Background: an optimization exercise with open tools, aiming at small area and a short achievable clock period. Do not read the settings as production practice.
RTL that was checked went through simulation tests only; none was proved equivalent to the original.
Power is estimated from default activity; no workload was simulated.

// maxpool_new
module maxpool_new(
	input [4:0] stride,
	input  maxpool_enable,
	output reg [18:0] address1 , write_address,
	output reg maxpool_done, patch_end,
	input clk ,
	input reset,
	input [9:0]  w1 ,h1,
	input [4:0] w2,h2,
	output [9:0] width, height
    );
Size: roughly 1100 cells after synthesis, about 170 flip-flops, about 0.011 mm² of cells after synthesis.
clock: 25.0 ns
lec_check: 0
cap_margin: 50
core_margin: 2
core_utilization: 40
slew_margin: 70
synth_hierarchical: 1
run.sh (not shown) runs the stock make flow with config.mk's settings and CLKGATE_MAP_FILE= SYNTH_SCRIPT=/design/flow/synth_recipe.tcl, a recipe that flattens the netlist after the stock synthesis.
Edit:
- ABC_AREA: unset -> 1
Total power drops by about 2%.
Design area climbs by 3.7%.
Synthesized cell count climbs by 41%.
Via count climbs by 19%.
First-iteration DRC count climbs by about 11%.
Sequential share of layout area drops by 1.2 points.
Clock power stays flat.
No run of this note included a check of the RTL's function; only the layout flow was run.

---

maxpool_new, a different RTL version from the one above (not shown whole).
For scale: about 170 flip-flops, about 9500 um2 of cells after synthesis.
clock: 25.0 ns
lec_check: 0
cap_margin: 70
core_margin: 2
core_utilization: 40
cts_buf_list: sky130_fd_sc_hd__clkbuf_8
slew_margin: 85
synth_hierarchical: 1
standard.sh (not shown) runs the stock make flow with config.mk's settings and CLKGATE_MAP_FILE= SYNTH_SCRIPT=/design/flow/synth_recipe.tcl, a recipe that flattens the netlist after the stock synthesis.
==> flow/flow/run.sh <==
#!/bin/bash
# Standard layout, with the port buffers made from buf_1 cells and timing
# repair asked to leave more setup slack than the clock period needs.
export BUFFER_PORTS_ARGS="-buffer_cell sky130_fd_sc_hd__buf_1"
export SETUP_SLACK_MARGIN=18
bash standard.sh > standard.log 2>&1
==> next run, changes <==
CAP_MARGIN = 50   (was 70)
CTS_CLUSTER_DIAMETER = 150   (was unset)
CTS_CLUSTER_SIZE = 40   (was unset)
SLEW_MARGIN = 70   (was 85)
Result: The new run completed without violations; total power drops by 2.2%; worst setup slack is better by 0.27 ns; routed wire length went down by 3.4%; die area does not change; cell area shrinks by 7.4%; hold slack is about the same; clock power barely changes.
==> next run, changes <==
CAP_MARGIN = 20   (was 50)
CTS_CLUSTER_DIAMETER = unset   (was 150)
CTS_CLUSTER_SIZE = unset   (was 40)
SLEW_MARGIN = 20   (was 70)
=> The changed run went through all stages and came out clean. First-iteration DRC count came out lower by 15%. Routed wire length hardly moves. Final area came out lower by 1.1%. Via count came out lower by 0.96%. Register-to-register slack degrades by 0.17 ns. Hold slack hardly moves. Synthesized area is unchanged. Die area is unchanged.
==> next run, changes <==
==> flow/flow/run.sh (replaced) <==
#!/bin/bash
# Standard layout, with the port buffers made from buf_1 cells and timing
# repair asked to leave more setup slack than the clock period needs.
export BUFFER_PORTS_ARGS="-buffer_cell sky130_fd_sc_hd__buf_1"
export SETUP_SLACK_MARGIN=19.3
bash standard.sh > standard.log 2>&1
CAP_MARGIN = 50   (was 20)
SLEW_MARGIN = 70   (was 20)
- The new run finished clean
- first-iteration DRC count rises by 29%
- worst hold slack gets better by 0.0060 ns
- wire length goes up by 10%
- non-clock buffer count rose by 77
- clock-buffer cell count shrinks by 3
- utilization climbs by 6.6 points
- clock skew hardly moves
- final area came out higher by 15%
- area after synthesis stays the same
- setup slack is better by 0.69 ns
Function was not checked in any run of this note: the RTL went through the layout flow alone.

---

## oak
Another version of the RTL of maxpool_new (not shown whole).
For scale: ~160 flip-flops, roughly 98 I/O pins, about 0.0084 mm2 of cells after synthesis.
Settings: LEC_CHECK=0, CAP_MARGIN=50, CORE_MARGIN=2, CORE_UTILIZATION=40, CTS_BUF_LIST=sky130_fd_sc_hd__clkbuf_8, SLEW_MARGIN=70, SYNTH_HIERARCHICAL=1; clock period 25.0 ns.
==> flow/flow/run.sh <==
#!/bin/bash
# Standard layout, with the port buffers made from buf_1 cells and timing
# repair (gate upsizing and pin swaps only) asked to leave more setup slack
# than the clock period needs.
export BUFFER_PORTS_ARGS="-buffer_cell sky130_fd_sc_hd__buf_1"
export SETUP_SLACK_MARGIN=18.9
export SETUP_MOVE_SEQUENCE="sizeup,swap"
export SKIP_GATE_CLONING=1
bash standard.sh > standard.log 2>&1
Relative to oak, the following input files were edited for pine:
==> flow/flow/run.sh <==
#!/bin/bash
# Standard layout, with the port buffers made from buf_1 cells and timing
# repair asked to leave more setup slack than the clock period needs.
export BUFFER_PORTS_ARGS="-buffer_cell sky130_fd_sc_hd__buf_1"
export SETUP_SLACK_MARGIN=18
bash standard.sh > standard.log 2>&1
Notes after the runs:
- Relative to oak, the leakage component of the power measured on pine has decreased slightly.
- oak → pine: hold slack saw a decrease; global-route usage over all layers level.
- Side by side, number of buffers outside the clock class in the layout turned out higher in pine than in oak.
- For pine, the last element of the critical path was height[7], unlike oak, where it was height[0].
- sky130_fd_sc_hd__dfxtp_2 as the slowest cell on the critical path was reported by pine, and sky130_fd_sc_hd__dfxtp_4 by oak.
- Worst setup slack, oak and pine, lower one = pine.
- Compared with oak, pine degrades post-layout minimum cycle time.
- [pine vs oak] post-route clock period utilization: higher in pine

---

== try-cedar ==
RTL: one of the versions met above, not the one the previous note started from.
Size in the first run: roughly 9500 um^2 of cells after synthesis.
export LEC_CHECK = 0
export CAP_MARGIN = 50
export CORE_MARGIN = 2
export CORE_UTILIZATION = 40
export CTS_BUF_LIST = sky130_fd_sc_hd__clkbuf_8
export SLEW_MARGIN = 70
export SYNTH_HIERARCHICAL = 1
create_clock -name core_clock -period 25.0 [get_ports {clk}]
==> flow/flow/run.sh <==
#!/bin/bash
# Standard layout, with the port buffers made from buf_1 cells and timing
# repair asked to leave more setup slack than the clock period needs.
export BUFFER_PORTS_ARGS="-buffer_cell sky130_fd_sc_hd__buf_1"
export SETUP_SLACK_MARGIN=18
bash standard.sh > standard.log 2>&1
What try-maple does differently from try-cedar at the input level:
Settings: a change of CTS_BUF_LIST from sky130_fd_sc_hd__clkbuf_8 to sky130_fd_sc_hd__clkbuf_4 sky130_fd_sc_hd__clkbuf_8.
Findings:
Sequential share of layout area delta (try-cedar -> try-maple): insignificant
Comparing try-maple against try-cedar, there is no change at all in average cell area after synthesis.
Between try-cedar and try-maple, the routed wire length figures differ only marginally.
Final instance area: try-maple vs try-cedar, no meaningful difference
try-maple -> try-cedar: multi-input combinational cell count delta 0, exact match
Compared with try-cedar, try-maple shows a routed wire length on met3 that is 1.3% higher.
try-maple -> try-cedar: net switching power flat
From try-cedar to try-maple the numbers moved as follows: leakage power total about even, relative contribution of the clock network to total power about even.
Function was not checked in any run of this note: the RTL went through the layout flow alone.

---

## the reference run
Another version of the RTL of maxpool_new (not shown whole).
Size in the first run: about 870 cells after synthesis, about 0.0090 mm2 of cells after synthesis.
Design maxpool_new, start of the top module:
module maxpool_new(
	input [4:0] stride,
	input  maxpool_enable,
	output reg [18:0] address1 , write_address,
	output reg maxpool_done, patch_end,
	input clk ,
	input reset,
	input [9:0]  w1 ,h1,
	input [4:0] w2,h2,
	output reg [9:0] width,
	output [9:0] height
    );
reg [9:0] w1r;
reg [4:0] w2m1, h2m1, sr;
reg [4:0]  hi, vi;       
reg [9:0]  Hn;           
reg        fw;           
reg [18:0] W;            
reg [18:0] N;            
reg [9:0]  Vrem;         
reg [9:0]  q;            
reg [4:0]  r;            
reg        wvalid;       
assign height = maxpool_done ? q : 10'd0;
wire [18:0] a_step, w_sum, wa_n;
wire [4:0]  hi_n, vi_n, r_n;
wire [9:0]  Hn_n, Vrem_n, q_n, width_n;
wire        done_n, pe_n, fw_n;
wire        c_run, c_a_step, c_a_w, c_a_N, c_vi, c_pend, c_w_step, c_w_N, c_w_w;
wire        c_qr, c_row, c_width, c_ncap;
maxpool_step st (
	.w1r(w1r), .w2m1(w2m1), .h2m1(h2m1), .sr(sr),
	.address1(address1), .write_address(write_address), .maxpool_done(maxpool_done),
	.hi(hi), .vi(vi), .Hn(Hn), .fw(fw), .W(W), .Vrem(Vrem),
	.q(q), .r(r), .wvalid(wvalid),
	.a_step(a_step), .w_sum(w_sum), .wa_n(wa_n),
	.hi_n(hi_n), .vi_n(vi_n), .r_n(r_n),
	.Hn_n(Hn_n), .Vrem_n(Vrem_n), .q_n(q_n), .width_n(width_n),
	.done_n(done_n), .pe_n(pe_n), .fw_n(fw_n),
	.c_run(c_run), .c_a_step(c_a_step), .c_a_w(c_a_w), .c_a_N(c_a_N),
	.c_vi(c_vi), .c_pend(c_pend), .c_w_step(c_w_step), .c_w_N(c_w_N), .c_w_w(c_w_w),
	.c_qr(c_qr), .c_row(c_row), .c_width(c_width), .c_ncap(c_ncap)
);
wire [18:0] a_d, wa_d, W_d, N_d;
wire [4:0]  hi_d, vi_d, r_d;
  ...
Settings: LEC_CHECK=0, CAP_MARGIN=50, CORE_MARGIN=2, CORE_UTILIZATION=40, SLEW_MARGIN=70, SYNTH_HIERARCHICAL=1; clock period 25.0 ns.
==> flow/flow/run.sh <==
#!/bin/bash
# Standard layout, with the port buffers made from buf_2 cells and timing
# repair asked to leave more setup slack than the clock period needs.
export BUFFER_PORTS_ARGS="-buffer_cell sky130_fd_sc_hd__buf_2"
export SETUP_SLACK_MARGIN=18
bash standard.sh > standard.log 2>&1
Relative to the reference run, the following input files were edited for the trial run:
==> flow/flow/run.sh <==
#!/bin/bash
# Standard layout, with the port buffers made from buf_2 cells and timing
# repair asked to leave more setup slack than the clock period needs.
export BUFFER_PORTS_ARGS="-buffer_cell sky130_fd_sc_hd__buf_1"
export SETUP_SLACK_MARGIN=18
bash standard.sh > standard.log 2>&1
Notes after the runs:
Comparing the reference run and the trial run, the higher HPWL reported at the end of detailed placement is on the reference run. The trial run: met3 capacity usage during global routing 0.48 points below the reference run. The trial run vs. the reference run: worst-case setup slack after placement went up by 0.022 ns. In the tables for the reference run and the trial run, sequential share of layout area reads lower with the reference run. Route | the trial run vs the reference run | wire shorter in the trial run. Global-route usage: the trial run vs the reference run down 0.39 points. The reference run → the trial run: clock insertion delay at the later pin of the skew report essentially unchanged, area growth from synthesis to layout went down by 1.3 points.
Function was not checked in any run of this note: the RTL went through the layout flow alone.

static timing again, ports no longer ideal:
Ports are ideal in the flow. The routed layouts listed here were re-timed in OpenROAD.
Step 1 assumes that a clkbuf_16 drives the clock port and a buf_2 every other input.
Step 2 adds t to the input delays and takes it off the output delays; t is the mean of the earliest and latest rising clock arrival at the registers after step 1. Input paths then give back, and output paths get back, about the clock's delay inside the block.
Three values: ideal ports, drivers, drivers and shift; two values: the first two.
| run | shift t [ns] | setup slack, ns | clock arrival spread, ns | slew at the worst register clock pin (ns) | worst slew at a driven data input, ns |
|---|---|---|---|---|---|
| the first run of note 1 | 0.482 | 18.262 / 18.214 / 18.185 | 0.013 / 0.012 | 0.08 / 0.08 | 0.05 |
| the second run of note 1 | 0.479 | 18.219 / 18.172 / 18.299 | 0.012 / 0.013 | 0.07 / 0.07 | 0.07 |
| the first run of note 2 | 0.502 | 18.660 / 18.682 / 18.180 | 0.016 / 0.016 | 0.10 / 0.10 | 0.04 |
| the second run of note 2 | 0.502 | 18.928 / 18.882 / 18.499 | 0.011 / 0.011 | 0.10 / 0.10 | 0.04 |
| the third run of note 2 | 0.498 | 18.347 / 18.358 / 17.859 | 0.018 / 0.017 | 0.10 / 0.10 | 0.03 |
| the fourth run of note 2 | 0.508 | 19.039 / 18.997 / 18.816 | 0.016 / 0.016 | 0.10 / 0.10 | 0.03 |
| oak | 0.488 | 18.861 / 18.819 / 18.519 | 0.014 / 0.015 | 0.10 / 0.10 | 0.05 |
| pine | 0.498 | 18.761 / 18.721 / 18.295 | 0.016 / 0.016 | 0.10 / 0.10 | 0.04 |
| try-cedar | 0.502 | 18.928 / 18.882 / 18.499 | 0.011 / 0.011 | 0.10 / 0.10 | 0.04 |
| try-maple | 0.502 | 18.928 / 18.882 / 18.499 | 0.011 / 0.011 | 0.10 / 0.10 | 0.04 |
| the reference run | 0.479 | 18.741 / 18.695 / 18.536 | 0.007 / 0.007 | 0.07 / 0.07 | 0.04 |
| the trial run | 0.470 | 18.741 / 18.693 / 18.500 | 0.010 / 0.010 | 0.07 / 0.07 | 0.04 |
After both steps setup and hold are still met in every run listed. The setup slack of the third run of note 2, which loses most, moves by +0.011 ns with the drivers and by -0.488 ns with both steps.
